Context: an optimization exercise on an open-source flow, tuned for small area. The choices shown serve that exercise and are no tape-out recipe.
Where RTL was checked, it was by simulation tests only, not by an equivalence proof against the original.
Function not checked in run 1: the RTL went through the layout flow alone.

===== design/flow/config.mk =====
export PLATFORM = sky130hd
export DESIGN_NAME = CORDIC_Rotation_top
export DESIGN_NICKNAME = CORDIC_Rotation_top
export VERILOG_FILES = /design/flow/design.v
export SDC_FILE = /design/flow/constraint.sdc
export NUM_CORES = 4
export LEC_CHECK = 0
export CAP_MARGIN = 20
export CORE_MARGIN = 2
export CORE_UTILIZATION = 60
export CTS_BUF_LIST = sky130_fd_sc_hd__clkbuf_8
export CTS_CLUSTER_DIAMETER = 70
export CTS_CLUSTER_SIZE = 16
export PLACE_DENSITY = 0.75
export SLEW_MARGIN = 20
export SYNTH_HIERARCHICAL = 1

===== design/flow/design.v =====
module quad_chk (
        input  [15:0] x_in,
        input  [15:0] y_in,
        input         neg,
        output [15:0] x_out,
        output [15:0] y_out
    );
    assign x_out = neg ? (~x_in + 16'd1) : x_in;
    assign y_out = neg ? (~y_in + 16'd1) : y_in;
endmodule
module fa_cell (
        input  a,
        input  b,
        input  c,
        output s,
        output co
    );
    assign s  = a ^ b ^ c;
    assign co = (a & b) | (c & (a ^ b));
endmodule
module micro_rot_gen (
        input  [15:1] asign,
        input  [15:1] am,
        input  [15:1] dir_in,
        output [15:1] dirs
    );
    assign dirs = asign ^ (~am & dir_in);
endmodule
module rot_block_first_stage (
        input  [15:0] x_in,
        input  [15:0] y_in,
        input         dir,
        output [15:0] x_out,
        output [15:0] y_out
    );
    wire [15:0] bx = y_in ^ {16{dir}};
    wire [15:0] by = x_in ^ {16{~dir}};
    wire [16:0] cx, cy;
    assign x_out[0] = x_in[0] ^ y_in[0];
    assign y_out[0] = y_in[0] ^ x_in[0];
    assign cx[1] = dir ? (x_in[0] | ~y_in[0]) : (x_in[0] & y_in[0]);
    assign cy[1] = dir ? (y_in[0] & x_in[0]) : (y_in[0] | ~x_in[0]);
    genvar j;
    generate
        for (j = 1; j < 16; j = j + 1) begin : bitj
            fa_cell fx (.a(x_in[j]), .b(bx[j]), .c(cx[j]), .s(x_out[j]), .co(cx[j+1]));
            fa_cell fy (.a(y_in[j]), .b(by[j]), .c(cy[j]), .s(y_out[j]), .co(cy[j+1]));
        end
    endgenerate
endmodule
module rot_block #(
        parameter W  = 22,
        parameter SH = 1,
        parameter LI = 0,
        parameter LO = 0
    ) (
        input  [W-1:LI] x_in,
        input  [W-1:LI] y_in,
        input           dir,
        output [W-1:LO] x_out,
        output [W-1:LO] y_out
    );
    localparam M = W - 1 - SH;
    localparam R = SH + 1;
    localparam L = (R >= 3) ? (R + 1) / 2 : 0;
    wire [W-1:0] xf, yf;
    generate
        if (LI > 0) begin : zx
            assign xf = {x_in, {LI{1'b0}}};
            assign yf = {y_in, {LI{1'b0}}};
        end else begin : nz
            assign xf = x_in;
            assign yf = y_in;
        end
    endgenerate
    wire [2*W-1:0] av = {yf, xf};
    wire [2*W-1:0] tv = {{{SH{xf[W-1]}}, xf[W-1:SH]}, {{SH{yf[W-1]}}, yf[W-1:SH]}};
    wire [1:0]     dv = {~dir, dir};
    wire [2*W-1:0]  sv;
    assign x_out = sv[W-1+0*W -: W-LO] ;
    assign y_out = sv[W-1+1*W -: W-LO] ;
    genvar n, j;
    generate
        for (n = 0; n < 2; n = n + 1) begin : lane
            wire [W-1:0] a = av[n*W +: W];
            wire [W-1:0] t = tv[n*W +: W];
            wire         d = dv[n];
            wire [W-1:0] b = t ^ {W{d}};
            wire [W:0]   c;
            wire [W-1:0] s;
            assign s[LO]   = a[LO] ^ t[LO];
            assign c[LO+1] = d ? (a[LO] | ~t[LO]) : (a[LO] & t[LO]);
            for (j = LO + 1; j < W; j = j + 1) begin : bitj
                wire cj;
                if (L > 0 && j == M + L) begin : skip
                    wire e = b[M];
                    assign cj = (c[M] & ((&a[M+L-1:M]) | e)) | (e & (|a[M+L-1:M]));
                end else begin : rip
                    assign cj = c[j];
                end
                if (j < LI) begin : half
                    ha_cell h (.a(b[j]), .b(cj), .s(s[j]), .co(c[j+1]));
                end else begin : full
                    fa_cell f (.a(a[j]), .b(b[j]), .c(cj), .s(s[j]), .co(c[j+1]));
                end
            end
            assign sv[n*W+LO +: W-LO] = s[W-1:LO];
            if (LO > 0) begin : low
                assign s[LO-1:0] = {LO{1'b0}};
                assign sv[n*W +: LO] = {LO{1'b0}};
            end
        end
    endgenerate
endmodule
module rot_block_last_stage #(
        parameter WI = 14,
        parameter WO = 14,
        parameter [15:0] ATAN = 16'h0
    ) (
        input  [WI-1:0] r_in,
        output [WO-1:0] r_out
    );
    wire [WO-1:0] ri = r_in[WO-1:0];
    wire [WO-1:0] at = ATAN[WO-1:0];
    assign r_out = r_in[WI-1] ? ri + at : ri - at;
endmodule
module output_scale (
        input  [21:1] x_in,
        input  [21:1] y_in,
        output [15:0] x_out,
        output [15:0] y_out
    );
    wire xw_n21 = ~x_in[21];
    wire xw1 = ~x_in[8];
    wire xw2 = x_in[8];
    wire xw3 = ~x_in[9];
    wire xw4 = x_in[9];
    wire xw5, xw6;
    fa_cell u_xw5 (.a(x_in[1]), .b(x_in[4]), .c(x_in[5]), .s(xw5), .co(xw6));
    wire xw7, xw8;
    ha_cell u_xw7 (.a(x_in[7]), .b(x_in[8]), .s(xw7), .co(xw8));
    wire xw9, xw10;
    fa_cell u_xw9 (.a(x_in[2]), .b(x_in[5]), .c(x_in[6]), .s(xw9), .co(xw10));
    wire xw11, xw12;
    fa_cell u_xw11 (.a(x_in[8]), .b(x_in[9]), .c(x_in[11]), .s(xw11), .co(xw12));
    wire xw13, xw14;
    ha_cell u_xw13 (.a(x_in[12]), .b(x_in[13]), .s(xw13), .co(xw14));
    wire xw15, xw16;
    fa_cell u_xw15 (.a(x_in[3]), .b(x_in[6]), .c(x_in[7]), .s(xw15), .co(xw16));
    wire xw17, xw18;
    fa_cell u_xw17 (.a(x_in[9]), .b(x_in[10]), .c(x_in[12]), .s(xw17), .co(xw18));
    wire xw19, xw20;
    fa_cell u_xw19 (.a(x_in[13]), .b(x_in[14]), .c(x_in[16]), .s(xw19), .co(xw20));
    wire xw21, xw22;
    fa_cell u_xw21 (.a(x_in[4]), .b(x_in[7]), .c(x_in[8]), .s(xw21), .co(xw22));
    wire xw23, xw24;
    fa_cell u_xw23 (.a(x_in[10]), .b(x_in[11]), .c(x_in[13]), .s(xw23), .co(xw24));
    wire xw25, xw26;
    fa_cell u_xw25 (.a(x_in[14]), .b(x_in[15]), .c(x_in[17]), .s(xw25), .co(xw26));
    wire xw27, xw28;
    fa_cell u_xw27 (.a(x_in[5]), .b(x_in[8]), .c(x_in[9]), .s(xw27), .co(xw28));
    wire xw29, xw30;
    fa_cell u_xw29 (.a(x_in[11]), .b(x_in[12]), .c(x_in[14]), .s(xw29), .co(xw30));
    wire xw31, xw32;
    fa_cell u_xw31 (.a(x_in[15]), .b(x_in[16]), .c(x_in[18]), .s(xw31), .co(xw32));
    wire xw33, xw34;
    fa_cell u_xw33 (.a(x_in[6]), .b(x_in[9]), .c(x_in[10]), .s(xw33), .co(xw34));
    wire xw35, xw36;
    fa_cell u_xw35 (.a(x_in[12]), .b(x_in[13]), .c(x_in[15]), .s(xw35), .co(xw36));
    wire xw37, xw38;
    fa_cell u_xw37 (.a(x_in[16]), .b(x_in[17]), .c(x_in[19]), .s(xw37), .co(xw38));
    wire xw39, xw40;
    fa_cell u_xw39 (.a(x_in[7]), .b(x_in[10]), .c(x_in[11]), .s(xw39), .co(xw40));
    wire xw41, xw42;
    fa_cell u_xw41 (.a(x_in[13]), .b(x_in[14]), .c(x_in[16]), .s(xw41), .co(xw42));
    wire xw43, xw44;
    fa_cell u_xw43 (.a(x_in[17]), .b(x_in[18]), .c(x_in[20]), .s(xw43), .co(xw44));
    wire xw45, xw46;
    fa_cell u_xw45 (.a(x_in[11]), .b(x_in[12]), .c(x_in[14]), .s(xw45), .co(xw46));
    wire xw47, xw48;
    fa_cell u_xw47 (.a(x_in[15]), .b(x_in[17]), .c(x_in[18]), .s(xw47), .co(xw48));
    wire xw49, xw50;
    fa_cell u_xw49 (.a(x_in[19]), .b(xw_n21), .c(xw1), .s(xw49), .co(xw50));
    wire xw51, xw52;
    fa_cell u_xw51 (.a(x_in[12]), .b(x_in[13]), .c(x_in[15]), .s(xw51), .co(xw52));
    wire xw53, xw54;
    fa_cell u_xw53 (.a(x_in[16]), .b(x_in[18]), .c(x_in[19]), .s(xw53), .co(xw54));
    wire xw55, xw56;
    fa_cell u_xw55 (.a(x_in[20]), .b(xw3), .c(xw2), .s(xw55), .co(xw56));
    wire xw57, xw58;
    fa_cell u_xw57 (.a(x_in[10]), .b(x_in[13]), .c(x_in[14]), .s(xw57), .co(xw58));
    wire xw59, xw60;
    fa_cell u_xw59 (.a(x_in[16]), .b(x_in[17]), .c(x_in[19]), .s(xw59), .co(xw60));
    wire xw61, xw62;
    fa_cell u_xw61 (.a(x_in[20]), .b(xw_n21), .c(xw4), .s(xw61), .co(xw62));
    wire xw63, xw64;
    fa_cell u_xw63 (.a(x_in[11]), .b(x_in[14]), .c(x_in[15]), .s(xw63), .co(xw64));
    wire xw65, xw66;
    fa_cell u_xw65 (.a(x_in[17]), .b(x_in[18]), .c(x_in[20]), .s(xw65), .co(xw66));
    wire xw67, xw68;
    fa_cell u_xw67 (.a(x_in[12]), .b(x_in[15]), .c(x_in[16]), .s(xw67), .co(xw68));
    wire xw69 = ~x_in[13];
    wire xw70 = x_in[13];
    wire xw71, xw72;
    fa_cell u_xw71 (.a(x_in[10]), .b(x_in[11]), .c(x_in[12]), .s(xw71), .co(xw72));
    wire xw73, xw74;
    fa_cell u_xw73 (.a(x_in[15]), .b(xw9), .c(xw11), .s(xw73), .co(xw74));
    wire xw75, xw76;
    ha_cell u_xw75 (.a(xw13), .b(xw6), .s(xw75), .co(xw76));
    wire xw77, xw78;
    fa_cell u_xw77 (.a(xw15), .b(xw17), .c(xw19), .s(xw77), .co(xw78));
    wire xw79, xw80;
    fa_cell u_xw79 (.a(xw10), .b(xw12), .c(xw14), .s(xw79), .co(xw80));
    wire xw81, xw82;
    fa_cell u_xw81 (.a(xw21), .b(xw23), .c(xw25), .s(xw81), .co(xw82));
    wire xw83, xw84;
    fa_cell u_xw83 (.a(xw16), .b(xw18), .c(xw20), .s(xw83), .co(xw84));
    wire xw85, xw86;
    fa_cell u_xw85 (.a(xw27), .b(xw29), .c(xw31), .s(xw85), .co(xw86));
    wire xw87, xw88;
    fa_cell u_xw87 (.a(xw22), .b(xw24), .c(xw26), .s(xw87), .co(xw88));
    wire xw89, xw90;
    fa_cell u_xw89 (.a(xw33), .b(xw35), .c(xw37), .s(xw89), .co(xw90));
    wire xw91, xw92;
    fa_cell u_xw91 (.a(xw28), .b(xw30), .c(xw32), .s(xw91), .co(xw92));
    wire xw93, xw94;
    fa_cell u_xw93 (.a(xw39), .b(xw41), .c(xw43), .s(xw93), .co(xw94));
    wire xw95, xw96;
    fa_cell u_xw95 (.a(xw34), .b(xw36), .c(xw38), .s(xw95), .co(xw96));
    wire xw97, xw98;
    fa_cell u_xw97 (.a(xw45), .b(xw47), .c(xw49), .s(xw97), .co(xw98));
    wire xw99, xw100;
    fa_cell u_xw99 (.a(xw40), .b(xw42), .c(xw44), .s(xw99), .co(xw100));
    wire xw101, xw102;
    fa_cell u_xw101 (.a(xw51), .b(xw53), .c(xw55), .s(xw101), .co(xw102));
    wire xw103, xw104;
    fa_cell u_xw103 (.a(xw46), .b(xw48), .c(xw50), .s(xw103), .co(xw104));
    wire xw105, xw106;
    fa_cell u_xw105 (.a(xw57), .b(xw59), .c(xw61), .s(xw105), .co(xw106));
    wire xw107, xw108;
    fa_cell u_xw107 (.a(xw52), .b(xw54), .c(xw56), .s(xw107), .co(xw108));
    wire xw109, xw110;
    fa_cell u_xw109 (.a(xw_n21), .b(xw63), .c(xw65), .s(xw109), .co(xw110));
    wire xw111, xw112;
    fa_cell u_xw111 (.a(xw58), .b(xw60), .c(xw62), .s(xw111), .co(xw112));
    wire xw113, xw114;
    fa_cell u_xw113 (.a(x_in[18]), .b(x_in[19]), .c(xw_n21), .s(xw113), .co(xw114));
    wire xw115, xw116;
    fa_cell u_xw115 (.a(xw67), .b(xw64), .c(xw66), .s(xw115), .co(xw116));
    wire xw117, xw118;
    fa_cell u_xw117 (.a(x_in[16]), .b(x_in[17]), .c(x_in[19]), .s(xw117), .co(xw118));
    wire xw119, xw120;
    fa_cell u_xw119 (.a(x_in[20]), .b(xw69), .c(xw68), .s(xw119), .co(xw120));
    wire xw121, xw122;
    fa_cell u_xw121 (.a(x_in[14]), .b(x_in[17]), .c(x_in[18]), .s(xw121), .co(xw122));
    wire xw123, xw124;
    fa_cell u_xw123 (.a(x_in[20]), .b(xw_n21), .c(xw70), .s(xw123), .co(xw124));
    wire xw125, xw126;
    fa_cell u_xw125 (.a(x_in[15]), .b(x_in[18]), .c(x_in[19]), .s(xw125), .co(xw126));
    wire xw127 = ~x_in[16];
    wire xw128 = x_in[16];
    wire xw129, xw130;
    ha_cell u_xw129 (.a(x_in[14]), .b(xw5), .s(xw129), .co(xw130));
    wire xw131, xw132;
    fa_cell u_xw131 (.a(xw8), .b(xw73), .c(xw75), .s(xw131), .co(xw132));
    wire xw133, xw134;
    fa_cell u_xw133 (.a(xw77), .b(xw79), .c(xw74), .s(xw133), .co(xw134));
    wire xw135, xw136;
    fa_cell u_xw135 (.a(xw81), .b(xw83), .c(xw78), .s(xw135), .co(xw136));
    wire xw137, xw138;
    fa_cell u_xw137 (.a(xw85), .b(xw87), .c(xw82), .s(xw137), .co(xw138));
    wire xw139, xw140;
    fa_cell u_xw139 (.a(xw89), .b(xw91), .c(xw86), .s(xw139), .co(xw140));
    wire xw141, xw142;
    fa_cell u_xw141 (.a(xw93), .b(xw95), .c(xw90), .s(xw141), .co(xw142));
    wire xw143, xw144;
    fa_cell u_xw143 (.a(xw97), .b(xw99), .c(xw94), .s(xw143), .co(xw144));
    wire xw145, xw146;
    fa_cell u_xw145 (.a(xw101), .b(xw103), .c(xw98), .s(xw145), .co(xw146));
    wire xw147, xw148;
    fa_cell u_xw147 (.a(xw105), .b(xw107), .c(xw102), .s(xw147), .co(xw148));
    wire xw149, xw150;
    fa_cell u_xw149 (.a(xw109), .b(xw111), .c(xw106), .s(xw149), .co(xw150));
    wire xw151, xw152;
    fa_cell u_xw151 (.a(xw113), .b(xw115), .c(xw110), .s(xw151), .co(xw152));
    wire xw153, xw154;
    fa_cell u_xw153 (.a(xw117), .b(xw119), .c(xw114), .s(xw153), .co(xw154));
    wire xw155, xw156;
    fa_cell u_xw155 (.a(xw121), .b(xw123), .c(xw118), .s(xw155), .co(xw156));
    wire xw157, xw158;
    fa_cell u_xw157 (.a(xw_n21), .b(xw125), .c(xw122), .s(xw157), .co(xw158));
    wire xw159, xw160;
    fa_cell u_xw159 (.a(x_in[19]), .b(x_in[20]), .c(xw127), .s(xw159), .co(xw160));
    wire xw161, xw162;
    fa_cell u_xw161 (.a(x_in[17]), .b(x_in[20]), .c(xw_n21), .s(xw161), .co(xw162));
    wire xw163, xw164;
    ha_cell u_xw163 (.a(xw7), .b(xw71), .s(xw163), .co(xw164));
    wire xw165, xw166;
    fa_cell u_xw165 (.a(xw72), .b(xw131), .c(xw130), .s(xw165), .co(xw166));
    wire xw167, xw168;
    fa_cell u_xw167 (.a(xw76), .b(xw133), .c(xw132), .s(xw167), .co(xw168));
    wire xw169, xw170;
    fa_cell u_xw169 (.a(xw80), .b(xw135), .c(xw134), .s(xw169), .co(xw170));
    wire xw171, xw172;
    fa_cell u_xw171 (.a(xw84), .b(xw137), .c(xw136), .s(xw171), .co(xw172));
    wire xw173, xw174;
    fa_cell u_xw173 (.a(xw88), .b(xw139), .c(xw138), .s(xw173), .co(xw174));
    wire xw175, xw176;
    fa_cell u_xw175 (.a(xw92), .b(xw141), .c(xw140), .s(xw175), .co(xw176));
    wire xw177, xw178;
    fa_cell u_xw177 (.a(xw96), .b(xw143), .c(xw142), .s(xw177), .co(xw178));
    wire xw179, xw180;
    fa_cell u_xw179 (.a(xw100), .b(xw145), .c(xw144), .s(xw179), .co(xw180));
    wire xw181, xw182;
    fa_cell u_xw181 (.a(xw104), .b(xw147), .c(xw146), .s(xw181), .co(xw182));
    wire xw183, xw184;
    fa_cell u_xw183 (.a(xw108), .b(xw149), .c(xw148), .s(xw183), .co(xw184));
    wire xw185, xw186;
    fa_cell u_xw185 (.a(xw112), .b(xw151), .c(xw150), .s(xw185), .co(xw186));
    wire xw187, xw188;
    fa_cell u_xw187 (.a(xw116), .b(xw153), .c(xw152), .s(xw187), .co(xw188));
    wire xw189, xw190;
    fa_cell u_xw189 (.a(xw120), .b(xw155), .c(xw154), .s(xw189), .co(xw190));
    wire xw191, xw192;
    fa_cell u_xw191 (.a(xw124), .b(xw157), .c(xw156), .s(xw191), .co(xw192));
    wire xw193, xw194;
    fa_cell u_xw193 (.a(xw126), .b(xw159), .c(xw158), .s(xw193), .co(xw194));
    wire xw195, xw196;
    fa_cell u_xw195 (.a(xw128), .b(xw161), .c(xw160), .s(xw195), .co(xw196));
    wire xw197, xw198;
    fa_cell u_xw197 (.a(x_in[18]), .b(xw_n21), .c(xw162), .s(xw197), .co(xw198));
    wire xw199 = ~x_in[19];
    wire xw200 = x_in[19];
    wire xw201 = ~x_in[20];
    wire xw202 = x_in[20];
    wire xw203 = xw129 & xw163;
    wire xw204 = (xw165 & xw164) | (xw203 & (xw165 ^ xw164));
    wire xw205 = (xw167 & xw166) | (xw204 & (xw167 ^ xw166));
    wire xw206 = (xw169 & xw168) | (xw205 & (xw169 ^ xw168));
    wire xw207 = (xw171 & xw170) | (xw206 & (xw171 ^ xw170));
    wire xw208 = (xw173 & xw172) | (xw207 & (xw173 ^ xw172));
    wire xw209, xw210;
    fa_cell u_xw209 (.a(xw175), .b(xw174), .c(xw208), .s(xw209), .co(xw210));
    wire xw211, xw212;
    fa_cell u_xw211 (.a(xw177), .b(xw176), .c(xw210), .s(xw211), .co(xw212));
    wire xw213, xw214;
    fa_cell u_xw213 (.a(xw179), .b(xw178), .c(xw212), .s(xw213), .co(xw214));
    wire xw215, xw216;
    fa_cell u_xw215 (.a(xw181), .b(xw180), .c(xw214), .s(xw215), .co(xw216));
    wire xw217, xw218;
    fa_cell u_xw217 (.a(xw183), .b(xw182), .c(xw216), .s(xw217), .co(xw218));
    wire xw219, xw220;
    fa_cell u_xw219 (.a(xw185), .b(xw184), .c(xw218), .s(xw219), .co(xw220));
    wire xw221, xw222;
    fa_cell u_xw221 (.a(xw187), .b(xw186), .c(xw220), .s(xw221), .co(xw222));
    wire xw223, xw224;
    fa_cell u_xw223 (.a(xw189), .b(xw188), .c(xw222), .s(xw223), .co(xw224));
    wire xw225, xw226;
    fa_cell u_xw225 (.a(xw191), .b(xw190), .c(xw224), .s(xw225), .co(xw226));
    wire xw227, xw228;
    fa_cell u_xw227 (.a(xw193), .b(xw192), .c(xw226), .s(xw227), .co(xw228));
    wire [5:0] xwhi = {1'b1, xw_n21, xw201, xw199, xw197, xw195} + {1'b0, xw202, xw200, xw198, xw196, xw194} + xw228;
    wire yw_n21 = ~y_in[21];
    wire yw1 = ~y_in[8];
    wire yw2 = y_in[8];
    wire yw3 = ~y_in[9];
    wire yw4 = y_in[9];
    wire yw5, yw6;
    fa_cell u_yw5 (.a(y_in[1]), .b(y_in[4]), .c(y_in[5]), .s(yw5), .co(yw6));
    wire yw7, yw8;
    ha_cell u_yw7 (.a(y_in[7]), .b(y_in[8]), .s(yw7), .co(yw8));
    wire yw9, yw10;
    fa_cell u_yw9 (.a(y_in[2]), .b(y_in[5]), .c(y_in[6]), .s(yw9), .co(yw10));
    wire yw11, yw12;
    fa_cell u_yw11 (.a(y_in[8]), .b(y_in[9]), .c(y_in[11]), .s(yw11), .co(yw12));
    wire yw13, yw14;
    ha_cell u_yw13 (.a(y_in[12]), .b(y_in[13]), .s(yw13), .co(yw14));
    wire yw15, yw16;
    fa_cell u_yw15 (.a(y_in[3]), .b(y_in[6]), .c(y_in[7]), .s(yw15), .co(yw16));
    wire yw17, yw18;
    fa_cell u_yw17 (.a(y_in[9]), .b(y_in[10]), .c(y_in[12]), .s(yw17), .co(yw18));
    wire yw19, yw20;
    fa_cell u_yw19 (.a(y_in[13]), .b(y_in[14]), .c(y_in[16]), .s(yw19), .co(yw20));
    wire yw21, yw22;
    fa_cell u_yw21 (.a(y_in[4]), .b(y_in[7]), .c(y_in[8]), .s(yw21), .co(yw22));
    wire yw23, yw24;
    fa_cell u_yw23 (.a(y_in[10]), .b(y_in[11]), .c(y_in[13]), .s(yw23), .co(yw24));
    wire yw25, yw26;
    fa_cell u_yw25 (.a(y_in[14]), .b(y_in[15]), .c(y_in[17]), .s(yw25), .co(yw26));
    wire yw27, yw28;
    fa_cell u_yw27 (.a(y_in[5]), .b(y_in[8]), .c(y_in[9]), .s(yw27), .co(yw28));
    wire yw29, yw30;
    fa_cell u_yw29 (.a(y_in[11]), .b(y_in[12]), .c(y_in[14]), .s(yw29), .co(yw30));
    wire yw31, yw32;
    fa_cell u_yw31 (.a(y_in[15]), .b(y_in[16]), .c(y_in[18]), .s(yw31), .co(yw32));
    wire yw33, yw34;
    fa_cell u_yw33 (.a(y_in[6]), .b(y_in[9]), .c(y_in[10]), .s(yw33), .co(yw34));
    wire yw35, yw36;
    fa_cell u_yw35 (.a(y_in[12]), .b(y_in[13]), .c(y_in[15]), .s(yw35), .co(yw36));
    wire yw37, yw38;
    fa_cell u_yw37 (.a(y_in[16]), .b(y_in[17]), .c(y_in[19]), .s(yw37), .co(yw38));
    wire yw39, yw40;
    fa_cell u_yw39 (.a(y_in[7]), .b(y_in[10]), .c(y_in[11]), .s(yw39), .co(yw40));
    wire yw41, yw42;
    fa_cell u_yw41 (.a(y_in[13]), .b(y_in[14]), .c(y_in[16]), .s(yw41), .co(yw42));
    wire yw43, yw44;
    fa_cell u_yw43 (.a(y_in[17]), .b(y_in[18]), .c(y_in[20]), .s(yw43), .co(yw44));
    wire yw45, yw46;
    fa_cell u_yw45 (.a(y_in[11]), .b(y_in[12]), .c(y_in[14]), .s(yw45), .co(yw46));
    wire yw47, yw48;
    fa_cell u_yw47 (.a(y_in[15]), .b(y_in[17]), .c(y_in[18]), .s(yw47), .co(yw48));
    wire yw49, yw50;
    fa_cell u_yw49 (.a(y_in[19]), .b(yw_n21), .c(yw1), .s(yw49), .co(yw50));
    wire yw51, yw52;
    fa_cell u_yw51 (.a(y_in[12]), .b(y_in[13]), .c(y_in[15]), .s(yw51), .co(yw52));
    wire yw53, yw54;
    fa_cell u_yw53 (.a(y_in[16]), .b(y_in[18]), .c(y_in[19]), .s(yw53), .co(yw54));
    wire yw55, yw56;
    fa_cell u_yw55 (.a(y_in[20]), .b(yw3), .c(yw2), .s(yw55), .co(yw56));
    wire yw57, yw58;
    fa_cell u_yw57 (.a(y_in[10]), .b(y_in[13]), .c(y_in[14]), .s(yw57), .co(yw58));
    wire yw59, yw60;
    fa_cell u_yw59 (.a(y_in[16]), .b(y_in[17]), .c(y_in[19]), .s(yw59), .co(yw60));
    wire yw61, yw62;
    fa_cell u_yw61 (.a(y_in[20]), .b(yw_n21), .c(yw4), .s(yw61), .co(yw62));
    wire yw63, yw64;
    fa_cell u_yw63 (.a(y_in[11]), .b(y_in[14]), .c(y_in[15]), .s(yw63), .co(yw64));
    wire yw65, yw66;
    fa_cell u_yw65 (.a(y_in[17]), .b(y_in[18]), .c(y_in[20]), .s(yw65), .co(yw66));
    wire yw67, yw68;
    fa_cell u_yw67 (.a(y_in[12]), .b(y_in[15]), .c(y_in[16]), .s(yw67), .co(yw68));
    wire yw69 = ~y_in[13];
    wire yw70 = y_in[13];
    wire yw71, yw72;
    fa_cell u_yw71 (.a(y_in[10]), .b(y_in[11]), .c(y_in[12]), .s(yw71), .co(yw72));
    wire yw73, yw74;
    fa_cell u_yw73 (.a(y_in[15]), .b(yw9), .c(yw11), .s(yw73), .co(yw74));
    wire yw75, yw76;
    ha_cell u_yw75 (.a(yw13), .b(yw6), .s(yw75), .co(yw76));
    wire yw77, yw78;
    fa_cell u_yw77 (.a(yw15), .b(yw17), .c(yw19), .s(yw77), .co(yw78));
    wire yw79, yw80;
    fa_cell u_yw79 (.a(yw10), .b(yw12), .c(yw14), .s(yw79), .co(yw80));
    wire yw81, yw82;
    fa_cell u_yw81 (.a(yw21), .b(yw23), .c(yw25), .s(yw81), .co(yw82));
    wire yw83, yw84;
    fa_cell u_yw83 (.a(yw16), .b(yw18), .c(yw20), .s(yw83), .co(yw84));
    wire yw85, yw86;
    fa_cell u_yw85 (.a(yw27), .b(yw29), .c(yw31), .s(yw85), .co(yw86));
    wire yw87, yw88;
    fa_cell u_yw87 (.a(yw22), .b(yw24), .c(yw26), .s(yw87), .co(yw88));
    wire yw89, yw90;
    fa_cell u_yw89 (.a(yw33), .b(yw35), .c(yw37), .s(yw89), .co(yw90));
    wire yw91, yw92;
    fa_cell u_yw91 (.a(yw28), .b(yw30), .c(yw32), .s(yw91), .co(yw92));
    wire yw93, yw94;
    fa_cell u_yw93 (.a(yw39), .b(yw41), .c(yw43), .s(yw93), .co(yw94));
    wire yw95, yw96;
    fa_cell u_yw95 (.a(yw34), .b(yw36), .c(yw38), .s(yw95), .co(yw96));
    wire yw97, yw98;
    fa_cell u_yw97 (.a(yw45), .b(yw47), .c(yw49), .s(yw97), .co(yw98));
    wire yw99, yw100;
    fa_cell u_yw99 (.a(yw40), .b(yw42), .c(yw44), .s(yw99), .co(yw100));
    wire yw101, yw102;
    fa_cell u_yw101 (.a(yw51), .b(yw53), .c(yw55), .s(yw101), .co(yw102));
    wire yw103, yw104;
    fa_cell u_yw103 (.a(yw46), .b(yw48), .c(yw50), .s(yw103), .co(yw104));
    wire yw105, yw106;
    fa_cell u_yw105 (.a(yw57), .b(yw59), .c(yw61), .s(yw105), .co(yw106));
    wire yw107, yw108;
    fa_cell u_yw107 (.a(yw52), .b(yw54), .c(yw56), .s(yw107), .co(yw108));
    wire yw109, yw110;
    fa_cell u_yw109 (.a(yw_n21), .b(yw63), .c(yw65), .s(yw109), .co(yw110));
    wire yw111, yw112;
    fa_cell u_yw111 (.a(yw58), .b(yw60), .c(yw62), .s(yw111), .co(yw112));
    wire yw113, yw114;
    fa_cell u_yw113 (.a(y_in[18]), .b(y_in[19]), .c(yw_n21), .s(yw113), .co(yw114));
    wire yw115, yw116;
    fa_cell u_yw115 (.a(yw67), .b(yw64), .c(yw66), .s(yw115), .co(yw116));
    wire yw117, yw118;
    fa_cell u_yw117 (.a(y_in[16]), .b(y_in[17]), .c(y_in[19]), .s(yw117), .co(yw118));
    wire yw119, yw120;
    fa_cell u_yw119 (.a(y_in[20]), .b(yw69), .c(yw68), .s(yw119), .co(yw120));
    wire yw121, yw122;
    fa_cell u_yw121 (.a(y_in[14]), .b(y_in[17]), .c(y_in[18]), .s(yw121), .co(yw122));
    wire yw123, yw124;
    fa_cell u_yw123 (.a(y_in[20]), .b(yw_n21), .c(yw70), .s(yw123), .co(yw124));
    wire yw125, yw126;
    fa_cell u_yw125 (.a(y_in[15]), .b(y_in[18]), .c(y_in[19]), .s(yw125), .co(yw126));
    wire yw127 = ~y_in[16];
    wire yw128 = y_in[16];
    wire yw129, yw130;
    ha_cell u_yw129 (.a(y_in[14]), .b(yw5), .s(yw129), .co(yw130));
    wire yw131, yw132;
    fa_cell u_yw131 (.a(yw8), .b(yw73), .c(yw75), .s(yw131), .co(yw132));
    wire yw133, yw134;
    fa_cell u_yw133 (.a(yw77), .b(yw79), .c(yw74), .s(yw133), .co(yw134));
    wire yw135, yw136;
    fa_cell u_yw135 (.a(yw81), .b(yw83), .c(yw78), .s(yw135), .co(yw136));
    wire yw137, yw138;
    fa_cell u_yw137 (.a(yw85), .b(yw87), .c(yw82), .s(yw137), .co(yw138));
    wire yw139, yw140;
    fa_cell u_yw139 (.a(yw89), .b(yw91), .c(yw86), .s(yw139), .co(yw140));
    wire yw141, yw142;
    fa_cell u_yw141 (.a(yw93), .b(yw95), .c(yw90), .s(yw141), .co(yw142));
    wire yw143, yw144;
    fa_cell u_yw143 (.a(yw97), .b(yw99), .c(yw94), .s(yw143), .co(yw144));
    wire yw145, yw146;
    fa_cell u_yw145 (.a(yw101), .b(yw103), .c(yw98), .s(yw145), .co(yw146));
    wire yw147, yw148;
    fa_cell u_yw147 (.a(yw105), .b(yw107), .c(yw102), .s(yw147), .co(yw148));
    wire yw149, yw150;
    fa_cell u_yw149 (.a(yw109), .b(yw111), .c(yw106), .s(yw149), .co(yw150));
    wire yw151, yw152;
    fa_cell u_yw151 (.a(yw113), .b(yw115), .c(yw110), .s(yw151), .co(yw152));
    wire yw153, yw154;
    fa_cell u_yw153 (.a(yw117), .b(yw119), .c(yw114), .s(yw153), .co(yw154));
    wire yw155, yw156;
    fa_cell u_yw155 (.a(yw121), .b(yw123), .c(yw118), .s(yw155), .co(yw156));
    wire yw157, yw158;
    fa_cell u_yw157 (.a(yw_n21), .b(yw125), .c(yw122), .s(yw157), .co(yw158));
    wire yw159, yw160;
    fa_cell u_yw159 (.a(y_in[19]), .b(y_in[20]), .c(yw127), .s(yw159), .co(yw160));
    wire yw161, yw162;
    fa_cell u_yw161 (.a(y_in[17]), .b(y_in[20]), .c(yw_n21), .s(yw161), .co(yw162));
    wire yw163, yw164;
    ha_cell u_yw163 (.a(yw7), .b(yw71), .s(yw163), .co(yw164));
    wire yw165, yw166;
    fa_cell u_yw165 (.a(yw72), .b(yw131), .c(yw130), .s(yw165), .co(yw166));
    wire yw167, yw168;
    fa_cell u_yw167 (.a(yw76), .b(yw133), .c(yw132), .s(yw167), .co(yw168));
    wire yw169, yw170;
    fa_cell u_yw169 (.a(yw80), .b(yw135), .c(yw134), .s(yw169), .co(yw170));
    wire yw171, yw172;
    fa_cell u_yw171 (.a(yw84), .b(yw137), .c(yw136), .s(yw171), .co(yw172));
    wire yw173, yw174;
    fa_cell u_yw173 (.a(yw88), .b(yw139), .c(yw138), .s(yw173), .co(yw174));
    wire yw175, yw176;
    fa_cell u_yw175 (.a(yw92), .b(yw141), .c(yw140), .s(yw175), .co(yw176));
    wire yw177, yw178;
    fa_cell u_yw177 (.a(yw96), .b(yw143), .c(yw142), .s(yw177), .co(yw178));
    wire yw179, yw180;
    fa_cell u_yw179 (.a(yw100), .b(yw145), .c(yw144), .s(yw179), .co(yw180));
    wire yw181, yw182;
    fa_cell u_yw181 (.a(yw104), .b(yw147), .c(yw146), .s(yw181), .co(yw182));
    wire yw183, yw184;
    fa_cell u_yw183 (.a(yw108), .b(yw149), .c(yw148), .s(yw183), .co(yw184));
    wire yw185, yw186;
    fa_cell u_yw185 (.a(yw112), .b(yw151), .c(yw150), .s(yw185), .co(yw186));
    wire yw187, yw188;
    fa_cell u_yw187 (.a(yw116), .b(yw153), .c(yw152), .s(yw187), .co(yw188));
    wire yw189, yw190;
    fa_cell u_yw189 (.a(yw120), .b(yw155), .c(yw154), .s(yw189), .co(yw190));
    wire yw191, yw192;
    fa_cell u_yw191 (.a(yw124), .b(yw157), .c(yw156), .s(yw191), .co(yw192));
    wire yw193, yw194;
    fa_cell u_yw193 (.a(yw126), .b(yw159), .c(yw158), .s(yw193), .co(yw194));
    wire yw195, yw196;
    fa_cell u_yw195 (.a(yw128), .b(yw161), .c(yw160), .s(yw195), .co(yw196));
    wire yw197, yw198;
    fa_cell u_yw197 (.a(y_in[18]), .b(yw_n21), .c(yw162), .s(yw197), .co(yw198));
    wire yw199 = ~y_in[19];
    wire yw200 = y_in[19];
    wire yw201 = ~y_in[20];
    wire yw202 = y_in[20];
    wire yw203 = yw129 & yw163;
    wire yw204 = (yw165 & yw164) | (yw203 & (yw165 ^ yw164));
    wire yw205 = (yw167 & yw166) | (yw204 & (yw167 ^ yw166));
    wire yw206 = (yw169 & yw168) | (yw205 & (yw169 ^ yw168));
    wire yw207 = (yw171 & yw170) | (yw206 & (yw171 ^ yw170));
    wire yw208 = (yw173 & yw172) | (yw207 & (yw173 ^ yw172));
    wire yw209, yw210;
    fa_cell u_yw209 (.a(yw175), .b(yw174), .c(yw208), .s(yw209), .co(yw210));
    wire yw211, yw212;
    fa_cell u_yw211 (.a(yw177), .b(yw176), .c(yw210), .s(yw211), .co(yw212));
    wire yw213, yw214;
    fa_cell u_yw213 (.a(yw179), .b(yw178), .c(yw212), .s(yw213), .co(yw214));
    wire yw215, yw216;
    fa_cell u_yw215 (.a(yw181), .b(yw180), .c(yw214), .s(yw215), .co(yw216));
    wire yw217, yw218;
    fa_cell u_yw217 (.a(yw183), .b(yw182), .c(yw216), .s(yw217), .co(yw218));
    wire yw219, yw220;
    fa_cell u_yw219 (.a(yw185), .b(yw184), .c(yw218), .s(yw219), .co(yw220));
    wire yw221, yw222;
    fa_cell u_yw221 (.a(yw187), .b(yw186), .c(yw220), .s(yw221), .co(yw222));
    wire yw223, yw224;
    fa_cell u_yw223 (.a(yw189), .b(yw188), .c(yw222), .s(yw223), .co(yw224));
    wire yw225, yw226;
    fa_cell u_yw225 (.a(yw191), .b(yw190), .c(yw224), .s(yw225), .co(yw226));
    wire yw227, yw228;
    fa_cell u_yw227 (.a(yw193), .b(yw192), .c(yw226), .s(yw227), .co(yw228));
    wire [5:0] ywhi = {1'b1, yw_n21, yw201, yw199, yw197, yw195} + {1'b0, yw202, yw200, yw198, yw196, yw194} + yw228;
    assign x_out = {xwhi[5], xwhi[4], xwhi[3], xwhi[2], xwhi[1], xwhi[0], xw227, xw225, xw223, xw221, xw219, xw217, xw215, xw213, xw211, xw209};
    assign y_out = {ywhi[5], ywhi[4], ywhi[3], ywhi[2], ywhi[1], ywhi[0], yw227, yw225, yw223, yw221, yw219, yw217, yw215, yw213, yw211, yw209};
endmodule
module ha_cell (
        input  a,
        input  b,
        output s,
        output co
    );
    assign s  = a ^ b;
    assign co = a & b;
endmodule
module CORDIC_Rotation_top #(
        parameter DATA_WIDTH = 16,
        parameter CORDIC_WIDTH = 22,
        parameter ANGLE_WIDTH = 16,
        parameter CORDIC_STAGES = 16
    ) (
        input clk,
        input nreset,
        input enable_in,
        input angle_microRot_n,
        input signed [DATA_WIDTH-1:0] x_in,
        input signed [DATA_WIDTH-1:0] y_in,
        input signed [ANGLE_WIDTH-1:0] angle_in,
        input [CORDIC_STAGES-1:0] microRot_dir_in,
        input microRot_vld,
        input [1:0] quad_in,
        output signed [DATA_WIDTH-1:0] x_out,
        output signed [DATA_WIDTH-1:0] y_out,
        output output_valid_o,
        output rot_active_o
    );
    localparam W = 22;
    wire [1:0] quad = angle_microRot_n ? angle_in[15:14] : {quad_in[1], quad_in[1] ^ quad_in[0]};
    wire       neg  = quad[1] ^ quad[0];
    wire       dir0 = angle_microRot_n ? angle_in[14] : (microRot_dir_in[0] ^ quad[0]);
    wire [15:0] xq, yq;
    quad_chk qc (.x_in(x_in), .y_in(y_in), .neg(neg), .x_out(xq), .y_out(yq));
    wire [15:0] x1, y1;
    rot_block_first_stage s0 (.x_in(xq), .y_in(yq), .dir(dir0), .x_out(x1), .y_out(y1));
    wire [13:0] r0 = {angle_microRot_n ? ~angle_in[13] : quad[0], angle_in[12:0]};
    reg [16:1] v;
    reg        v17, v18;
    always @(posedge clk or negedge nreset) begin
        if (~nreset) begin
            v   <= 16'd0;
            v17 <= 1'b0;
            v18 <= 1'b0;
        end else begin
            v   <= {v[15:1], enable_in};
            v17 <= v[16];
            v18 <= v17;
        end
    end
    assign rot_active_o   = v[1];
    assign output_valid_o = v18;
    reg [15:1] am;
    always @(posedge clk) am <= {am[14:1], angle_microRot_n};
    localparam [4*14-1:0] WR = {4'd4,4'd4,4'd4,4'd5,4'd6,4'd7,4'd8,4'd9,4'd10,4'd11,4'd12,4'd13,4'd14,4'd14};
    localparam [16*14-1:0] AT = {16'h0001,16'h0002,16'h0005,16'h000A,16'h0014,16'h0028,16'h0051,
                                 16'h00A2,16'h0145,16'h028B,16'h0511,16'h09FB,16'h12E4,16'h2000};
    wire [15:1] asign;
    reg  [13:0] rr0;
    always @(posedge clk) rr0 <= r0;
    wire [14*14-1:0] rv;
    assign rv[13:0] = rr0;
    assign asign[1] = rr0[13];
    genvar i;
    generate
        for (i = 1; i < 14; i = i + 1) begin : res
            localparam WI = WR[4*(i-1) +: 4];
            localparam WO = WR[4*i +: 4];
            wire [WO-1:0] rn;
            rot_block_last_stage #(.WI(WI), .WO(WO), .ATAN(AT[16*i +: 16])) st (
                .r_in(rv[14*(i-1) +: WI]), .r_out(rn)
            );
            reg [WO-1:0] rr;
            always @(posedge clk) rr <= {am[i] ? rn[WO-1] : rv[14*(i-1)+WI-1], rn[WO-2:0]};
            assign rv[14*i +: 14] = {{(14-WO){1'b0}}, rr};
            assign asign[i+1] = rr[WO-1];
        end
    endgenerate
    reg s14;
    always @(posedge clk) s14 <= asign[14];
    assign asign[15] = s14;
    wire [15:0] dirs;
    assign dirs[0] = dir0;
    micro_rot_gen mrg (.asign(asign), .am(am), .dir_in(microRot_dir_in[15:1]), .dirs(dirs[15:1]));
    wire [W*17-1:0] xs, ys;
    reg [15:0] x1r, y1r;
    always @(posedge clk) begin
        x1r <= x1;
        y1r <= y1;
    end
    assign xs[W*1 +: W] = {x1r, 6'd0};
    assign ys[W*1 +: W] = {y1r, 6'd0};
    genvar k;
    generate
        for (k = 1; k < 16; k = k + 1) begin : stg
            localparam LI = (k == 1) ? 6 : (k == 2) ? 5 : (k == 3) ? 3 : 0;
            localparam LO = (LI > k) ? LI - k : 0;
            wire [W-1:LO] xn, yn;
            rot_block #(.W(W), .SH(k), .LI(LI), .LO(LO)) rb (
                .x_in(xs[W*k+LI +: W-LI]), .y_in(ys[W*k+LI +: W-LI]), .dir(dirs[k]),
                .x_out(xn), .y_out(yn)
            );
            reg [W-1:LO] xr, yr;
            always @(posedge clk) begin
                xr <= xn;
                yr <= yn;
            end
            if (LO > 0) begin : pad
                assign xs[W*(k+1) +: W] = {xr, {LO{1'b0}}};
                assign ys[W*(k+1) +: W] = {yr, {LO{1'b0}}};
            end else begin : nopad
                assign xs[W*(k+1) +: W] = xr;
                assign ys[W*(k+1) +: W] = yr;
            end
        end
    endgenerate
    wire [15:0] xo, yo;
    output_scale sc (.x_in(xs[W*16+1 +: W-1]), .y_in(ys[W*16+1 +: W-1]), .x_out(xo), .y_out(yo));
    reg [15:0] xor_q, yor_q;
    always @(posedge clk or negedge nreset) begin
        if (~nreset) begin
            xor_q <= 16'd0;
            yor_q <= 16'd0;
        end else if (v[16]) begin
            xor_q <= xo;
            yor_q <= yo;
        end
    end
    assign x_out = xor_q;
    assign y_out = yor_q;
endmodule

===== design/flow/run.sh =====
#!/bin/bash
# synth_recipe.tcl (not shown) runs the flow's synth.tcl, then flattens the netlist and writes it again
# the make line also repeats each setting of config.mk as NAME=value (left out here)
make -C /OpenROAD-flow-scripts/flow DESIGN_CONFIG=/design/flow/config.mk WORK_HOME=/design/flow/orfs CLKGATE_MAP_FILE= SYNTH_SCRIPT=/design/flow/synth_recipe.tcl finish

===== design/flow/constraint.sdc =====
create_clock -name core_clock -period 10.0 [get_ports {clk}]
set_input_delay 2.0000 -clock core_clock [delete_from_list [all_inputs] [get_ports {clk}]]
set_output_delay 2.0000 -clock core_clock [all_outputs]
set_load 0.01 [all_outputs]

==> run summary, run 1 <==
worst reg2reg startpoint: stg[15].yr[15]
upper clock frequency limit: 0.1028 GHz
path depth of the worst reg2reg path: 26
area used by sequential logic in the layout: 17,430 um^2
library cell used as clock root buffer: clkbuf_8
number of buffers inserted during clock tree synthesis: 67
full die area: 79,390 um^2
core box area: 76,200 um^2
final clock skew: 0.03243 ns
post-synthesis instance area: 46,290 um^2
total of endpoints with negative setup slack in the final report: 0
DR iter-0 viols: 896
Final Wtd Congestion: 0.8722
synthesis-to-finish area growth: 6.604%
clock latency on the worst-skew pair: 0.68 ns
average cell area after synthesis: 14.86 um^2
quantity of I/O buffers inserted on ports: 103
peak-usage layer in the global routing report: met2
area of the multi-input gates: 27,760 um^2
Filler Cell Count: 5,436
count of cells along the worst hold path: 0
category of the worst setup path capture point: register
remaining max-slew budget at the tightest pin: 32.14%
Post-Route Hold Slack: 0.3295 ns
transition at the pin with the smallest max-transition slack: 1.018 ns
Tightest Hold Check Type: register to register
routed vias: 21,994
grt met3 use: 2.411%
Ys Warns: 7
GRT Overall Usage: 20.73%
horizontal extent of the die: 281.8 um
start point of the worst hold path: rr0[0]
destination of the worst hold path: res[1].rr[0]
Post-Route Utilization: 64.76%
Mapped Cells: 3,114
met2 capacity usage during global routing: 39.79%
Antenna Cells: 0
antenna violation net count after detailed routing: 0
setup total negative slack: 0 ns
status: finished clean
half-perimeter wire length of the detailed placement result: 63,650 um
Worst setup SP type: input pin
maximum clock path buffer count: 3
global-route wire length before repair: 130,000 um
buffers inserted by post-CTS timing repair: 0
nets: 4,271
number of nets in the synthesized netlist: 4,145
# hold bufs at CTS: 0
setup repair after global routing missed its margin: false
number of sinks driven by the clock tree: 858
register-to-register path setup slack: 1.02 ns
via count of the first global-routing pass: 25,773
number of cell rows: 101
Top Ports: 105
met1 capacity usage during global routing: 24.53%
pre-CTS WS: -0.7550 ns
final-report hold violation count: 0
1st-pass router iterations: 4
worst setup path class: input pin to register
number of remaining DRC errors: 0
final global-route overflow total: 0
number of antenna violations at the first check in global routing: 0
Worst-path clk slew: 0.10 ns
final count of pins violating max slew: 0
final period utilization: 97.25%
Die Ht: 281.8 um
effective utilization at floorplan: 60.74%
deepest level of the CTS H-tree: 3
total detailed-routing wirelength: 75,910 um
endpoint of the worst register-to-register path: yor_q[14]
max-cap violation count: 0
per-cell via count in the routed design: 5.127
final setup slack of the worst path: 0.2751 ns
required time of the worst setup path: 10.55 ns
CP Data Arrival Time: 10.27 ns
largest net degree at the start of global routing: 51
detailed-route wire length per cell: 17.69 um
CTS tree: done
Max Fanout on Critical Path: 6
layout cell share with drive strength beyond 1: 9.387%
fin crit period: 9.725 ns
[registers in the layout (all words and copies together), names as in the netlist]
register	cells
xor_q	16
res.rr	104
s14	1
v	16
stg.xr	321
y1r	16
v17	1
yor_q	16
v18	1
am	15
stg.yr	321
x1r	16
rr0	14
[critical path, stage by stage]
cell and delay (ns):
clkdlybuf4s50_1 0.54, nand2b_4 0.09, xnor2_4 0.32, o21ai_0 0.19
fa_1 0.42, fa_1 0.40, fa_1 0.39, fa_1 0.40
fa_1 0.40, fa_1 0.40, fa_1 0.40, fa_1 0.39
fa_1 0.39, fa_1 0.39, fa_1 0.39, fa_1 0.39
fa_1 0.42, nand4_1 0.13, nand2_1 0.07, o2bb2ai_1 0.15
fa_1 0.39, fa_1 0.38, fa_1 0.39, fa_1 0.43
[stage by stage]
stage                     cell area [um^2]  cells
final                                49340   4290
after global routing                 49340   4290
after CTS                            49310   4290
after detailed placement             48190   4201
after global placement               48190   4201
after floorplan                      46290   3114
[worst max-delay path by stage]
stage | endpoint | start | cells past startpoint
2_1_floorplan | stg[4].yr[19] | microRot_dir_in[4] | 24
3_5_place_dp | stg[4].yr[19] | microRot_dir_in[4] | 23
5_1_grt | stg[7].yr[21] | microRot_dir_in[7] | 23
6_report | stg[7].yr[21] | microRot_dir_in[7] | 24
3_3_place_gp | stg[4].yr[21] | microRot_dir_in[4] | 25
4_1_cts | stg[4].yr[19] | microRot_dir_in[4] | 23
[layout make-up]
class,instances,share of cell area (%)
Clock buffer,69,1.925
Timing Repair Buffer,154,2.903
Tap cell,1030,2.612
Multi-Input combinational cell,2075,56.25
Clock inverter,20,0.3550
Inverter,84,0.6390
Sequential cell,858,35.32
[cells in the final DEF, fill, tap and decap left out, drive strengths merged, types with 26 or more instances in the layout]
cell,count
a21o,27
a21oi,65
buf,52
clkbuf,69
clkdlybuf4s50,99
dfrtp,50
dfxtp,808
fa,854
ha,106
inv,90
mux2,57
nand2,52
nand3,26
nand4,29
nor2,41
nor4,26
o21ai,72
xnor2,306
xor2,244
[what timing repair did]
item	in CTS	in global routing
gates resized for setup	0	13
endpoints found under the hold margin	0	0
setup endpoints to repair	0	9
[layer usage]
layer	up-vias	wire length, um
li1	10126	-
met1	11535	29240
met2	235	43460
met3	98	1674
met4	0	1525
met5	-	0
==> inputs of run 2 (changes only) <==
--- a/design/flow/design.v
+++ b/design/flow/design.v
@@ -98,7 +98,10 @@
                 end else begin : rip
                     assign cj = c[j];
                 end
-                if (j < LI) begin : half
+                if (j == W - 1 || (L > 0 && j == M + L - 1)) begin : sumonly
+                    assign s[j] = a[j] ^ b[j] ^ cj;
+                    assign c[j+1] = 1'b0;
+                end else if (j < LI) begin : half
                     ha_cell h (.a(b[j]), .b(cj), .s(s[j]), .co(c[j+1]));
                 end else begin : full
                     fa_cell f (.a(a[j]), .b(b[j]), .c(cj), .s(s[j]), .co(c[j+1]));
@@ -683,7 +686,7 @@
     reg [15:0] x1r, y1r;
     always @(posedge clk) begin
         x1r <= x1;
-        y1r <= y1;
+        y1r <= {y1[15:1], x1[0]};
     end
     assign xs[W*1 +: W] = {x1r, 6'd0};
     assign ys[W*1 +: W] = {y1r, 6'd0};
@@ -700,7 +703,7 @@
             reg [W-1:LO] xr, yr;
             always @(posedge clk) begin
                 xr <= xn;
-                yr <= yn;
+                yr <= (LO < LI) ? {yn[W-1:LO+1], xn[LO]} : yn;
             end
             if (LO > 0) begin : pad
                 assign xs[W*(k+1) +: W] = {xr, {LO{1'b0}}};
==> run summary, run 2 <==
Die Ht: 280.6 um (-0.42%)
1st-pass router iterations: 4 (unchanged)
CP Data Arrival Time: 10.42 ns (+0.15 ns)
effective utilization at floorplan: 60.53% (-0.22 points)
fin crit period: 9.846 ns (+0.1215 ns)
worst setup path class: input pin to register
final period utilization: 98.46% (+1.2 points)
setup repair after global routing missed its margin: false
CTS resizes: 0 (unchanged)
number of buffers inserted during clock tree synthesis: 66 (-1.5%)
endpoint of the worst register-to-register path: xor_q[14]
number of flip-flops in the largest register: 321
final global-route overflow total: 0 (unchanged)
clock latency on the worst-skew pair: 0.68 ns (about the same)
number of sinks driven by the clock tree: 854 (-0.47%)
GRT Overall Usage: 20.53% (-0.20 points)
full die area: 78,720 um^2 (-0.84%)
number of nets in the synthesized netlist: 4,114 (-0.75%)
final setup slack of the worst path: 0.1536 ns (-0.1215 ns)
Top Ports: 105 (unchanged)
transition at the pin with the smallest max-transition slack: 1.011 ns (-0.006905 ns)
final-report hold violation count: 0 (unchanged)
post-synthesis instance area: 45,890 um^2 (-0.85%)
largest incremental delay on the critical path: 0.56 ns (+0.02 ns)
largest net degree at the start of global routing: 51 (unchanged)
CTS tree: done
count of cells along the worst hold path: 0 (unchanged)
start point of the worst hold path: res[7].rr[1]
detailed-route wire length per cell: 17.63 um (-0.38%)
CP max stage cell: clkdlybuf4s50_1
nets: 4,230 (-0.96%)
Levels on crit path: 24 (unchanged)
Final Wtd Congestion: 0.8547 (-2.0%)
half-perimeter wire length of the detailed placement result: 62,270 um (-2.2%)
register-to-register path setup slack: 0.86 ns (-0.16 ns)
number of cell rows: 101 (unchanged)
number of antenna violations at the first check in global routing: 1 (+1)
core box area: 75,820 um^2 (-0.50%)
worst reg2reg startpoint: stg[15].xr[15]
area of the multi-input gates: 27,700 um^2 (-0.19%)
via count of the first global-routing pass: 25,651 (-0.47%)
destination of the worst hold path: res[8].rr[1]
routed vias: 22,152 (+0.72%)
synthesis-to-finish area growth: 6.677% (about the same)
Crit path buffers/inverters: 1 (unchanged)
leading cell type in the layout, fill and taps excluded: dfxtp_1
registers with the most flip-flops: stg.yr (321), stg.xr (318), res.rr (104)
total detailed-routing wirelength: 74,970 um (-1.2%)
Max Fanout on Critical Path: 5 (-1)
dominant delay contributor by cell family on the critical path: adder cells
# hold bufs at CTS: 0 (unchanged)
deepest level of the CTS H-tree: 3 (unchanged)
maximum clock path buffer count: 3 (unchanged)
pre-CTS WS: -0.7046 ns (+0.05037 ns)
detailed-routed wire length on met3: 1785 um (+6.6%)
cell breakdown of the critical path: clkdlybuf4s50_1, nand2b_4, xnor2_4, o21ai_0, fa_1, fa_1, fa_1, fa_1, fa_1, fa_1, fa_1, fa_1, fa_1, fa_1, fa_1, fa_1, fa_1, fa_1, fa_1, o21ai_0, nand3_1, fa_1, fa_1, xor2_1
Filler Cell Count: 5,397 (-0.72%)
library cell used as clock root buffer: clkbuf_8
per-cell via count in the routed design: 5.209 (+1.6%)
Tightest Hold Check Type: register to register
upper clock frequency limit: 0.1016 GHz (-1.2%)
max-cap violation count: 0 (unchanged)
required time of the worst setup path: 10.57 ns (+0.02 ns)
category of the worst setup path capture point: register
buffers inserted by post-CTS timing repair: 0 (unchanged)
highest metal used: met4
horizontal extent of the die: 280.6 um (-0.42%)
antenna violation net count after detailed routing: 0 (unchanged)
Ys Warns: 7 (unchanged)
global-route wire length before repair: 128,000 um (-1.6%)
final clock skew: 0.02695 ns (-0.005476 ns)
met2 wirelength from detailed routing: 42,570 um (-2.1%)
M1 WL: 29,180 um (-0.21%)
most common cell type on the critical path: fa_1
largest register by flop count: stg.yr
DR iter-0 viols: 764 (-15%)
Post-Route Utilization: 64.57% (-0.19 points)
layout cell share with drive strength beyond 1: 9.010% (-0.38 points)
Worst setup SP type: input pin
Mapped Cells: 3,141 (+0.87%)
remaining max-slew budget at the tightest pin: 32.26% (+0.13 points)
number of remaining DRC errors: 0 (unchanged)
path depth of the worst reg2reg path: 26 (unchanged)
average cell area after synthesis: 14.61 um^2 (-1.7%)
Worst-path clk slew: 0.10 ns (about the same)
status: finished clean
quantity of I/O buffers inserted on ports: 103 (unchanged)
area used by sequential logic in the layout: 17,350 um^2 (-0.46%)
total of endpoints with negative setup slack in the final report: 0 (unchanged)
most frequent cells in the layout: dfxtp_1, fa_1, xnor2_1
final count of pins violating max slew: 0 (unchanged)
==> run 2: routing by layer <==
| layer | GRT usage [%] | vias up |
|---|---|---|
| li1 | - | 10269 |
| met1 | 24.52 | 11574 |
| met2 | 38.96 | 211 |
| met3 | 2.973 | 98 |
| met4 | 4.635 | 0 |
| met5 | 0 | - |
==> run 2: metrics by stage <==
step           hold WS [ns]  std cells  instance area, um^2  setup TNS, ns
3_3_place_gp         0.3148       4167                47840         -5.667
3_5_place_dp         0.3143       4167                47840         -10.22
2_1_floorplan        0.3312       3141                45900              0
4_1_cts              0.3397       4252                48910              0
6_report             0.3374       4253                48960              0
5_1_grt              0.3479       4253                48960              0
==> run 2: worst max-delay path by stage <==
stage | start | endpoint
2_1_floorplan | microRot_dir_in[4] | stg[4].yr[19]
3_3_place_gp | microRot_dir_in[4] | stg[4].yr[19]
3_5_place_dp | microRot_dir_in[4] | stg[4].yr[19]
4_1_cts | microRot_dir_in[4] | stg[4].yr[19]
5_1_grt | microRot_dir_in[5] | stg[5].yr[21]
6_report | microRot_dir_in[5] | stg[5].yr[21]
==> run 2: area by class of cell <==
cell class,count,area share (%)
Sequential cell,854,35.43
Timing Repair Buffer,141,2.683
Inverter,78,0.5980
Multi-Input combinational cell,2116,56.58
Clock buffer,69,1.940
Clock inverter,16,0.2556
Antenna cell,1,0.005111
Tap cell,978,2.499
==> inputs of run 3 (changes only) <==
==> design/flow/flow/run.sh (new file) <==
#!/bin/bash
set -o pipefail
bash standard.sh BUFFER_PORTS_ARGS="-buffer_cell sky130_fd_sc_hd__buf_1" finish > standard_flow.log 2>&1
==> design/flow/standard.sh (new file) <==
#!/bin/bash
# synth_recipe.tcl (not shown) runs the flow's synth.tcl, then flattens the netlist and writes it again
# the make line also repeats each setting of config.mk as NAME=value (left out here)
make -C /OpenROAD-flow-scripts/flow DESIGN_CONFIG=/design/flow/config.mk WORK_HOME=/design/flow/orfs CLKGATE_MAP_FILE= SYNTH_SCRIPT=/design/flow/synth_recipe.tcl "${@:-finish}"
--- a/design/flow/config.mk
+++ b/design/flow/config.mk
@@ -7,10 +7,10 @@
 export LEC_CHECK = 0
 export CAP_MARGIN = 20
 export CORE_MARGIN = 2
-export CORE_UTILIZATION = 60
+export CORE_UTILIZATION = 75
 export CTS_BUF_LIST = sky130_fd_sc_hd__clkbuf_8
 export CTS_CLUSTER_DIAMETER = 70
 export CTS_CLUSTER_SIZE = 16
-export PLACE_DENSITY = 0.75
+export PLACE_DENSITY = 0.85
 export SLEW_MARGIN = 20
 export SYNTH_HIERARCHICAL = 1
removed: design/flow/run.sh
==> run summary, run 3 <==
GRT Overall Usage: 26.75% (+6.2 points)
transition at the pin with the smallest max-transition slack: 1.088 ns (+0.07662 ns)
status: finished clean
Worst setup SP type: input pin
average cell area after synthesis: 14.61 um^2 (unchanged)
CTS tree: done
number of cell rows: 90 (-11%)
Post-Route Hold Slack: 0.3250 ns (-0.01239 ns)
Top Ports: 105 (unchanged)
antenna violation net count after detailed routing: 0 (unchanged)
category of the worst setup path capture point: register
final clock skew: 0.03687 ns (+0.009911 ns)
detailed-route wire length per cell: 19.48 um (+11%)
per-cell via count in the routed design: 5.594 (+7.4%)
nets: 4,223 (-0.17%)
via count of the first global-routing pass: 26,286 (+2.5%)
deepest level of the CTS H-tree: 2 (-1)
clock latency on the worst-skew pair: 0.74 ns (+0.06 ns)
Final Wtd Congestion: 0.8964 (+4.9%)
total of endpoints with negative setup slack in the final report: 0 (unchanged)
Die Ht: 251.4 um (-10%)
cell area after layout: 47,880 um^2 (-2.2%)
largest register by flop count: stg.yr
registers with the most flip-flops: stg.yr (321), stg.xr (318), res.rr (104)
final period utilization: 95.94% (-2.5 points)
max-cap violation count: 0 (unchanged)
dominant delay contributor by cell family on the critical path: adder cells
global-route wire length before repair: 132,600 um (+3.7%)
required time of the worst setup path: 10.59 ns (+0.02 ns)
largest incremental delay on the critical path: 0.42 ns (-0.14 ns)
1st-pass router iterations: 5 (+1)
final global-route overflow total: 0 (unchanged)
remaining max-slew budget at the tightest pin: 27.13% (-5.1 points)
most frequent cells in the layout: dfxtp_1, fa_1, xnor2_1
total detailed-routing wirelength: 78,790 um (+5.1%)
# hold bufs at CTS: 0 (unchanged)
leading cell type in the layout, fill and taps excluded: dfxtp_1
CP max stage cell: fa_1
maximum clock path buffer count: 3 (unchanged)
number of sinks driven by the clock tree: 854 (unchanged)
layout cell share with drive strength beyond 1: 8.430% (-0.58 points)
number of nets in the synthesized netlist: 4,114 (unchanged)
Post-Place Cell Area: 46,940 um^2 (-1.9%)
Tightest Hold Check Type: register to register
Crit path buffers/inverters: 1 (unchanged)
Ys Warns: 7 (unchanged)
routed vias: 22,624 (+2.1%)
number of buffers inserted during clock tree synthesis: 60 (-9.1%)
number of flip-flops in the largest register: 321 (unchanged)
worst setup path class: input pin to register
CP Data Arrival Time: 10.19 ns (-0.23 ns)
Mapped Cells: 3,141 (unchanged)
cell breakdown of the critical path: buf_1, nand2b_4, xnor2_4, xor2_1, fa_1, fa_1, fa_1, fa_1, fa_1, fa_1, fa_1, fa_1, fa_1, fa_1, fa_1, fa_1, fa_1, fa_1, fa_1, fa_1, fa_1, fa_1, xor2_1, xnor2_1
Worst-path clk slew: 0.10 ns (about the same)
core box area: 60,470 um^2 (-20%)
library cell used as clock root buffer: clkbuf_8
Antenna Cells: 0 (-1)
number of antenna violations at the first check in global routing: 0 (-1)
horizontal extent of the die: 251.4 um (-10%)
post-synthesis instance area: 45,890 um^2 (unchanged)
number of remaining DRC errors: 0 (unchanged)
final count of pins violating max slew: 0 (unchanged)
quantity of I/O buffers inserted on ports: 103 (unchanged)
Max Fanout on Critical Path: 5 (unchanged)
synthesis-to-finish area growth: 4.335%
half-perimeter wire length of the detailed placement result: 63,970 um (+2.7%)
most common cell type on the critical path: fa_1
setup repair after global routing missed its margin: false
buffers inserted by post-CTS timing repair: 0 (unchanged)
largest net degree at the start of global routing: 51 (unchanged)
effective utilization at floorplan: 75.89% (+15 points)
DR iter-0 viols: 1,048 (+37%)
full die area: 63,190 um^2 (-20%)
CTS resizes: 0 (unchanged)
final-report hold violation count: 0 (unchanged)
upper clock frequency limit: 0.1042 GHz (+2.6%)
fin crit period: 9.594 ns (-0.2522 ns)
-- run 3: worst register-to-register path, delay by kind of cell (launching register included) --
family / cells / cell delay (ns)
AOI/OAI and AO/OA: 5 / 0.88
xor gates and xnor gates: 1 / 0.08
adders and majority gates: 17 / 7.06
buffers and inverters: 2 / 0.13
DFF: 1 / 0.69
muxes: 1 / 0.25
-- run 3: final cells by class --
type                       instances  area [um^2]
clock inverter                    13        95.09
fill                            3410        12590
sequential                       854        17350
clock buffer                      61        839.6
timing repair buffer             140        665.6
inverter                          78        292.8
multi-input combinational       2116        27660
tap                              782        978.4
-- run 3: path summary, 6_finish.rpt --
kind | startpoint | to | slack, ns | cells after the start
max | microRot_dir_in[4] | stg[4].xr[19] | 0.41 | 24
min | v[10] | v[11] | 0.32 | 0
max reg2reg | stg[15].xr[11] | xor_q[14] | 0.80 | 26
min reg2reg | v[10] | v[11] | 0.32 | 0
max in group asynchronous | nreset | v[16] | 8.17 | 2
min in group asynchronous | nreset | yor_q[1] | 1.36 | 2
-- run 3: metrics by stage --
| step | setup WS, ns | setup TNS (ns) | utilization, % | cells |
|---|---|---|---|---|
| floorplan | 0.05971 | 0 | - | 3141 |
| CTS | 0.4085 | 0 | 79.17 | 4044 |
| global route | 0.1420 | 0 | 79.18 | 4044 |
| finish | 0.4057 | 0 | 79.18 | 4044 |
| detailed placement | -0.3628 | -1.741 | 77.62 | 3970 |
| global placement | -0.1837 | -0.3382 | 77.62 | 3970 |
-- run 3: routing by layer --
metal | share of wire (%) | vias up | track usage, %
met5 | 0 | - | 0
met3 | 3.3 | 131 | 3.593
met4 | 2.5 | 0 | 6.837
met2 | 56 | 385 | 50.13
met1 | 38 | 11848 | 32.71
li1 | - | 10260 | -

-- static timing again, ports no longer ideal --
No port has a modelled driver above. Below, the same layouts with a new extraction and two added sets of constraints.
Step 1 (the two cells are an assumption about what drives the block):
set clk [get_ports {clk}]
set_driving_cell -lib_cell sky130_fd_sc_hd__clkbuf_16 $clk
set_driving_cell -lib_cell sky130_fd_sc_hd__buf_2 [delete_from_list [all_inputs] $clk]
Step 2, shift: input delay + t, output delay - t, t = (earliest + latest rising clock arrival at the registers) / 2. This alone moves slack from input paths to output paths.
a / b / c = ideal / step 1 / step 2; a / b = the first two.
| run | t (ns) | setup slack, ns | worst setup path at the end |
|---|---|---|---|
| run 1 | 0.722 | 0.275 / 0.310 / -0.411 | input to register |
| run 2 | 0.734 | 0.154 / 0.192 / -0.542 | input to register |
| run 3 | 0.775 | 0.406 / 0.430 / -0.345 | input to register |
With both steps, setup timing fails in every run listed, where it was met with ideal ports. The setup slack of run 3, which loses most, moves by +0.024 ns with the drivers and by -0.751 ns with both steps.
